Context: an optimization exercise on an open-source flow, tuned for small area, a short achievable clock period and few clock cycles per item. The choices shown serve that exercise and are no tape-out recipe.
Function not checked in this run: the RTL went through the layout flow alone.
No activity file was given, so power comes from the tool's default toggle rates.

===== constraint.sdc =====
create_clock -name core_clock -period 5.0 [get_ports {clk}]
set_input_delay 1.0000 -clock core_clock [delete_from_list [all_inputs] [get_ports {clk}]]
set_output_delay 1.0000 -clock core_clock [all_outputs]
set_load 0.01 [all_outputs]

===== run.sh =====
#!/bin/bash
# synth_recipe.tcl (not shown) runs the flow's synth.tcl, then flattens the netlist and writes it again
# the make line also repeats each setting of config.mk as NAME=value (left out here)
make -C /OpenROAD-flow-scripts/flow DESIGN_CONFIG=/design/flow/config.mk WORK_HOME=/design/flow/orfs CLKGATE_MAP_FILE= SYNTH_SCRIPT=/design/flow/synth_recipe.tcl finish

===== design.v =====
module grn_step (input logic [68:0] v, output logic [68:0] y);
assign y[0] = v[40];
assign y[1] = v[40] & ~ v[32];
assign y[2] = v[35] & ~ (v[36] | v[6]);
assign y[3] = ((v[50] | v[33]) & v[36]) & ~ v[2];
assign y[4] = ~ (v[20] & 0);
assign y[5] = (v[48] | v[31]) & ~ (v[33] | v[36]);
assign y[6] = (v[7] | v[8]) & ~ v[21];
assign y[7] = v[17] & ~ (v[10] | v[32]);
assign y[8] = v[13] & ~ (v[21] | v[32]);
assign y[9] = v[46] & ~ v[47];
assign y[10] = v[31];
assign y[11] = v[42] & v[52];
assign y[12] = (v[4] | v[48] | v[26]) & ~ v[20];
assign y[13] = v[30];
assign y[14] = v[34];
assign y[15] = v[28];
assign y[16] = v[64];
assign y[17] = v[52] | v[16];
assign y[18] = v[15];
assign y[19] = v[59];
assign y[20] = ~ (v[14] | v[2]);
assign y[21] = (v[31] | v[48]) & ~ v[43];
assign y[22] = ~ v[23];
assign y[23] = (v[2] | (v[42] & v[52]));
assign y[24] = v[19] & ~ v[49];
assign y[25] = v[1] | v[29];
assign y[26] = ((v[4] | v[15]) & v[25]) & ~ v[20];
assign y[27] = (v[33] & v[2]) & ~ (v[20] | v[0]);
assign y[28] = v[38] | v[40];
assign y[29] = v[9] | v[51] | v[52];
assign y[30] = (v[3] | v[50] | v[9]) & ~ v[5];
assign y[31] = ~ v[22];
assign y[32] = (v[33] | v[44]) & ~ (v[20] | v[6]);
assign y[33] = (v[37] | v[25] | v[0]) & ~ v[27];
assign y[34] = v[11];
assign y[35] = (v[14] | v[39]) & ~ v[37];
assign y[36] = v[9] & ~ v[2];
assign y[37] = v[33] & ~ (v[31] | v[26]);
assign y[38] = v[9] | v[39];
assign y[39] = v[14] | v[19];
assign y[40] = v[52] & ~ v[41];
assign y[41] = v[31] | v[48];
assign y[42] = v[47];
assign y[43] = v[30];
assign y[44] = v[51] & ~ v[26];
assign y[45] = v[44] | v[31];
assign y[46] = v[33] | v[17];
assign y[47] = v[15] | v[52];
assign y[48] = v[24];
assign y[49] = v[48];
assign y[50] = v[7] & ~ v[5];
assign y[51] = v[57] & ~ v[45];
assign y[52] = v[54];
assign y[53] = (v[62] | v[65]) & ~ v[59];
assign y[54] = v[58];
assign y[55] = v[60] & ~ (v[63] | v[57]);
assign y[56] = (v[61] | v[63]) & ~ (v[62] | v[57] | v[60]);
assign y[57] = v[53];
assign y[58] = (v[63] | v[66]) & ~ v[62];
assign y[59] = v[58] | v[65] | v[31];
assign y[60] = v[65] | v[55];
assign y[61] = v[65] | v[58];
assign y[62] = v[53] | v[55];
assign y[63] = v[56] | v[64];
assign y[64] = v[63] & ~ v[57];
assign y[65] = (v[66] | v[54]) & ~ v[62];
assign y[66] = v[31];
assign y[67] = (v[18] & v[12]) & ~ (v[32] | v[6]);
assign y[68] = v[6];
endmodule
module grn_farm #(
	parameter VECTOR_SIZE = 69,
	parameter LS          = 3           
) (
	input  logic                   clk,
	input  logic                   rst,
	input  logic                   in_valid,
	input  logic [VECTOR_SIZE-1:0] in_conf,
	output logic                   in_ready,
	output logic                   out_valid,
	output logic [VECTOR_SIZE-1:0] out_conf,
	output logic [31:0]            out_transient,
	output logic [31:0]            out_length
);
localparam int S  = 1 << LS;
localparam int CW = 32 - LS;
localparam logic [1:0] P_EMPTY = 2'd0;
localparam logic [1:0] P_ONE   = 2'd1;     
localparam logic [1:0] P_TWO   = 2'd2;     
localparam logic [1:0] P_DONE  = 2'd3;
logic [1:0]             ph [S];
logic [VECTOR_SIZE-1:0] A  [S];
logic [VECTOR_SIZE-1:0] B  [S];
logic [VECTOR_SIZE-1:0] C  [S];
logic [CW-1:0]          c1 [S];
logic [CW-1:0]          c2 [S];
logic [LS-1:0]          s1 [S];
logic [LS-1:0]          dd [S];     
logic                   bw [S];     
logic                   fresh;      
logic [1:0]             ph_n [S];
logic [VECTOR_SIZE-1:0] A_n  [S];
logic [VECTOR_SIZE-1:0] B_h  [S];
logic [VECTOR_SIZE-1:0] B_n  [S];
logic [LS-1:0]          s1_n [S];
logic [LS-1:0]          dd_n [S];
logic                   bw_n [S];
genvar s;
generate
	for (s = 0; s < S; s = s + 1) begin : gen_stage
		logic meet;
		grn_step step_a  (.v(A[s]),   .y(A_n[s]));
		grn_step step_b1 (.v(B[s]),   .y(B_h[s]));
		grn_step step_b2 (.v(B_h[s]), .y(B_n[s]));
		if (s == 0) begin : g_first
			assign meet = (A[s] == B[s]) && !fresh;
		end else begin : g_rest
			assign meet = (A[s] == B[s]);
		end
		always_comb begin
			ph_n[s] = ph[s];
			s1_n[s] = s1[s];
			dd_n[s] = dd[s];
			bw_n[s] = bw[s];
			if (meet && ph[s] == P_ONE) begin
				ph_n[s] = P_TWO;
				s1_n[s] = LS'(s);
			end
			if (meet && ph[s] == P_TWO) begin
				ph_n[s] = P_DONE;
				dd_n[s] = LS'(s) - s1[s];
				bw_n[s] = LS'(s) < s1[s];
			end
		end
		if (s < S - 1) begin : g_pass
			always_ff @(posedge clk) begin
				if (rst) ph[s+1] <= P_EMPTY;
				else     ph[s+1] <= ph_n[s];
				A[s+1]  <= A_n[s];
				B[s+1]  <= B_n[s];
				C[s+1]  <= C[s];
				c1[s+1] <= c1[s];
				c2[s+1] <= c2[s];
				s1[s+1] <= s1_n[s];
				dd[s+1] <= dd_n[s];
				bw[s+1] <= bw_n[s];
			end
		end
	end
endgenerate
logic free;
assign free     = (ph[S-1] == P_EMPTY) || (ph[S-1] == P_DONE);
assign in_ready = free;
always_ff @(posedge clk) begin
	if (rst) begin
		ph[0]     <= P_EMPTY;
		out_valid <= 1'b0;
	end else begin
		ph[0]     <= free ? (in_valid ? P_ONE : P_EMPTY) : ph_n[S-1];
		out_valid <= (ph[S-1] == P_DONE);
	end
	fresh <= free;
	if (free) begin
		A[0]  <= in_conf;
		B[0]  <= in_conf;
		C[0]  <= in_conf;
		c1[0] <= '0;
		c2[0] <= '0;
	end else begin
		A[0]  <= A_n[S-1];
		B[0]  <= B_n[S-1];
		C[0]  <= C[S-1];
		c1[0] <= c1[S-1] + CW'(ph_n[S-1] == P_ONE);
		c2[0] <= c2[S-1] + CW'(ph_n[S-1] == P_TWO);
	end
	s1[0] <= s1_n[S-1];
	dd[0] <= dd_n[S-1];
	bw[0] <= bw_n[S-1];
	out_conf      <= C[S-1];
	out_transient <= {c1[S-1], s1[S-1]};
	out_length    <= {c2[S-1] - CW'(bw[S-1]), dd[S-1]};
end
endmodule

===== config.mk =====
export PLATFORM = sky130hd
export DESIGN_NAME = grn_farm
export DESIGN_NICKNAME = grn_farm
export VERILOG_FILES = /design/flow/design.v
export SDC_FILE = /design/flow/constraint.sdc
export NUM_CORES = 4
export LEC_CHECK = 0
export CAP_MARGIN = 20
export CORE_MARGIN = 2
export CORE_UTILIZATION = 45
export PLACE_DENSITY = 0.6
export SLEW_MARGIN = 20

==> impl_metrics.csv <==
group,metric,value,unit
status,status,"complete, no violations",
logic_synthesis,yosysUniqueCellTypes,69,
global_route,grt_overflow,0,
floorplanning,die_y,380,µm
route,viasPerCell,5.13,
hold_path,hp-class,"reg -> reg",
clocking,clkSinkCount,2284,
floorplanning,ios,207,
route,ant_nets,0,
logic_synthesis,synthFlopType,"dfxtp_1",
cells_and_area,most-common-layout-cells,"dfxtp_1 (2284), nor2_1 (480), xnor2_1 (306), xor2_1 (255), inv_1 (233)",
sta,tightest_slew,1.21,ns
clocking,clockRootBuffer,"clkbuf_16",
cells_and_area,synthToLayoutAreaGrowth,19.0,%
global_route,grt_use_met3,0.0590,
sta,period_needed,4.33,ns
floorplanning,core,0.141,mm²
setup_path,crit_path_start_kind,"flip-flop",
global_route,grt_max_degree,107,
route,drt_wl_total,216000,µm
global_route,antenna_found_initial,20,
clocking,cts_buffer_depth,3,
floorplanning,start_util,0.451,
clocking,clock_latency,0.85,ns
setup_path,critPathKind,"reg -> reg",
setup_path,crit_slowest_cell,"nor4_1",
global_route,use_met2,0.470,
global_route,grt_use_total,0.294,
sta,slew-limit-headroom,0.186,
setup_path,critPathMaxStageDelay,0.62,ns
floorplanning,die_w,380,µm
clocking,cts_hold_buffers,0,
clocking,cts_resized,0,
logic_synthesis,synthesis.area,0.0637,mm²
setup_path,critPathArrivalTime,5.01,ns
setup_path,path_cells,"xnor2_1 -> o221ai_1 -> nor4_1 -> nand4_1 -> or4_1 -> o31ai_1 -> ha_1 -> ha_1 -> and4_1 -> nor2b_1 -> buf_4 -> and3_1 -> nand4_1 -> xor2_1 -> nor2_1",
power_and_ir_drop,power_switching,10.6,mW
sta,drv_slew,0,
clocking,clk_pin_slew,0.06,ns
power_and_ir_drop,p_per_area,548,mW/mm²
cells_and_area,drive_above_1_share,0.0982,
power_and_ir_drop,switching_share,0.255,
cells_and_area,mostFrequentLayoutCell,"dfxtp_1",
power_and_ir_drop,power,41.5,mW
logic_synthesis,syn_inst,5264,
power_and_ir_drop,ir_drop,0.360,mV
setup_path,r2r_slack,0.67,ns
sta,fmax,0.231,GHz
route,dr.pass1.iters,6,
cells_and_area,nets,5725,
placed_design,port_buffers,206,
cells_and_area,fillers,12144,
logic_synthesis,synth_top_area_frac,0.718,
global_route,grt_pass1_wl,298000,µm
sta,clock_skew,0.0475,ns
floorplanning,num_rows,138,
route,wl_per_cell,28.0,µm
clocking,cts_setup_buffers,0,
logic_synthesis,ys_ff_latch,2284,
placed_design,hpwl,170000,µm
sta,rsz0062_at_grt,"no",
sta,setup_tns,0,ns
sta,hold_violations,0,
logic_synthesis,ys_warn_count,30,
flow_run,max_cap_violations,0,
route,vias,39578,
logic_synthesis,synth_area_leaders,"dfxtp_1 (72%), xnor2_1 (4.2%), xor2_1 (3.5%)",
global_route,grt_util_met1,0.389,
logic_synthesis,synth_edf_count,0,
power_and_ir_drop,p_leak,30.6,nW
power_and_ir_drop,p_int,30.9,mW
setup_path,end_kind,"flip-flop",
setup_path,cp.required,5.69,ns
clocking,cts_tree,"done",
route,drc,0,
logic_synthesis,ys_seq_area_frac,0.718,
global_route,grt_pass1_vias,39078,
global_route,busiest_layer,"met2",
logic_synthesis,synth_top_area_cell,"dfxtp_1",
logic_synthesis,avgSynthCellArea,12.1,µm²
sta,min_period_over_period,0.866,
route,drt_iter0_drc,3866,
floorplanning,die_area,0.145,mm²
placed_design,place_congestion,0.964,
clocking,numCtsBuffers,213,
logic_synthesis,async_flop_share,0,
sta,setup_viol,0,
power_and_ir_drop,clkPwrFrac,0.418,
power_and_ir_drop,combinationalPowerShare,0.074,
clocking,cts_max_level,4,
setup_path,cp_max_fo,5,
logic_synthesis,synth.net_count,5351,
power_and_ir_drop,p_seq_frac,0.508,
==> cells in the mapped netlist, types with 7 or more instances <==
library cell     n
nor3_1         141
buf_1            9
nand4_1         98
nand2_1        192
nand3_1         33
clkbuf_1        58
o31ai_1         21
nor2_1         480
ha_1            15
or2_2          142
and3_1          24
nand2b_1        83
inv_1          233
o41ai_1         10
nor4b_1          7
xnor2_1        306
o21bai_1        12
o22ai_1         16
a211oi_1         8
o21ai_0        166
o31a_1          12
nor2b_1        138
nor3b_1         73
a21oi_1         77
a31oi_1         11
dfxtp_1       2284
and4_1          15
mux2_1          16
mux2i_1         22
or3_1           43
mux2_2          15
o21a_1          11
or3b_2           8
nor4_1         109
xor2_1         255
nor4bb_1        14
and2_1          30
==> cell type report <==
cell class	instances	area (µm²)	area share
Tap cell	1890	2360	0.0312
Multi-Input combinational cell	2677	16900	0.222
Antenna cell	4	10.0	0.000132
Inverter	235	882	0.0116
Timing Repair Buffer	227	2230	0.0294
Clock buffer	307	6300	0.0832
Clock inverter	92	1430	0.0189
Sequential cell	2284	45700	0.603
==> through the flow <==
stage               instances  area (µm²)  hold WS (ns)  worst slack, ns   util
global placement         7313       68100         0.310            0.691  0.482
detailed placement       7313       68100         0.312            0.697  0.483
CTS                      7712       75800         0.291            0.702  0.537
finish                   7716       75800         0.297            0.672  0.537
global route             7712       75800         0.291            0.237  0.537
floorplan                5264       63700         0.310             1.62      -
==> power by group through the flow <==
stage | sequential (mW) | clock (mW) | combinational (mW)
final | 21.1 | 17.4 | 3.07
after global routing | 21.2 | 18.3 | 3.20
after CTS | 21.0 | 17.6 | 3.00
after detailed placement | 21.4 | 0 | 2.97
after global placement | 21.4 | 0 | 3.03
after floorplan | 20.6 | 0 | 1.75
==> routing by layer <==
metal / vias to the layer above / part of all wire
met5: - / 0.00039
met4: 12 / 0.044
met3: 453 / 0.072
met2: 1731 / 0.45
met1: 19330 / 0.43
li1: 18052 / -
==> cell families after synthesis <==
kind of cell / Yosys count / synth area share
simple gates: 1651 / 0.137
flops: 2284 / 0.718
compound gates: 395 / 0.0381
mux: 55 / 0.00941
buf+inv: 303 / 0.0179
xor+xnor: 561 / 0.0771
fa+ha+maj: 15 / 0.00295
==> flip-flops by register name, indices dropped and copies added (netlist names) <==
name           count
out_transient     32
out_valid          1
c2               232
dd                24
out_conf          69
C                552
fresh              1
c1               232
bw                 8
s1                24
ph                16
A                530
out_length        32
B                531
==> final timing paths <==
kind,to,depth (start not counted),start
worst max-delay path,c2[0][28]$_SDFF_PN0_,15,A[7][55]$_DFF_P_
worst min-delay path,C[7][9]$_DFF_P_,0,C[6][9]$_DFF_P_
worst max register to register,c2[0][28]$_SDFF_PN0_,15,A[7][55]$_DFF_P_
worst min register to register,C[7][9]$_DFF_P_,0,C[6][9]$_DFF_P_
==> worst max-delay path, delay by kind of cell (launching register included) <==
kind | cells | cell delay [ns]
DFF | 1 | 0.35
adders and majority gates | 2 | 0.54
AOI/OAI and AO/OA | 2 | 0.26
buffers and inverters | 1 | 0.18
and+or+nand+nor | 8 | 2.45
xor gates and xnor gates | 2 | 0.41

==> what the ideal ports hide <==
In the flow no input, the clock included, has a driving cell. The finished layout below was timed again as built, in two steps.
Step 1 sets driving cells, clkbuf_16 on the clock port and buf_2 on the other inputs (assumed; they add their load-dependent delay and slew).
Step 2 moves the port delays by t, midway between the first and last clock arrival at a register: inputs arrive t later, outputs are due t later. That takes back most of the time a late clock gives input paths.
a / b / c = ideal ports / drivers / drivers and shift; a / b = the first two.
t, ns: 0.899
setup slack, ns: 0.672 / 0.672 / 0.672
worst slew at a driven data input, ns: 0.09
After both steps this run still meets setup and hold. For this run, drivers alone change the setup slack by 0.000 ns; drivers and shift together by 0.000 ns.
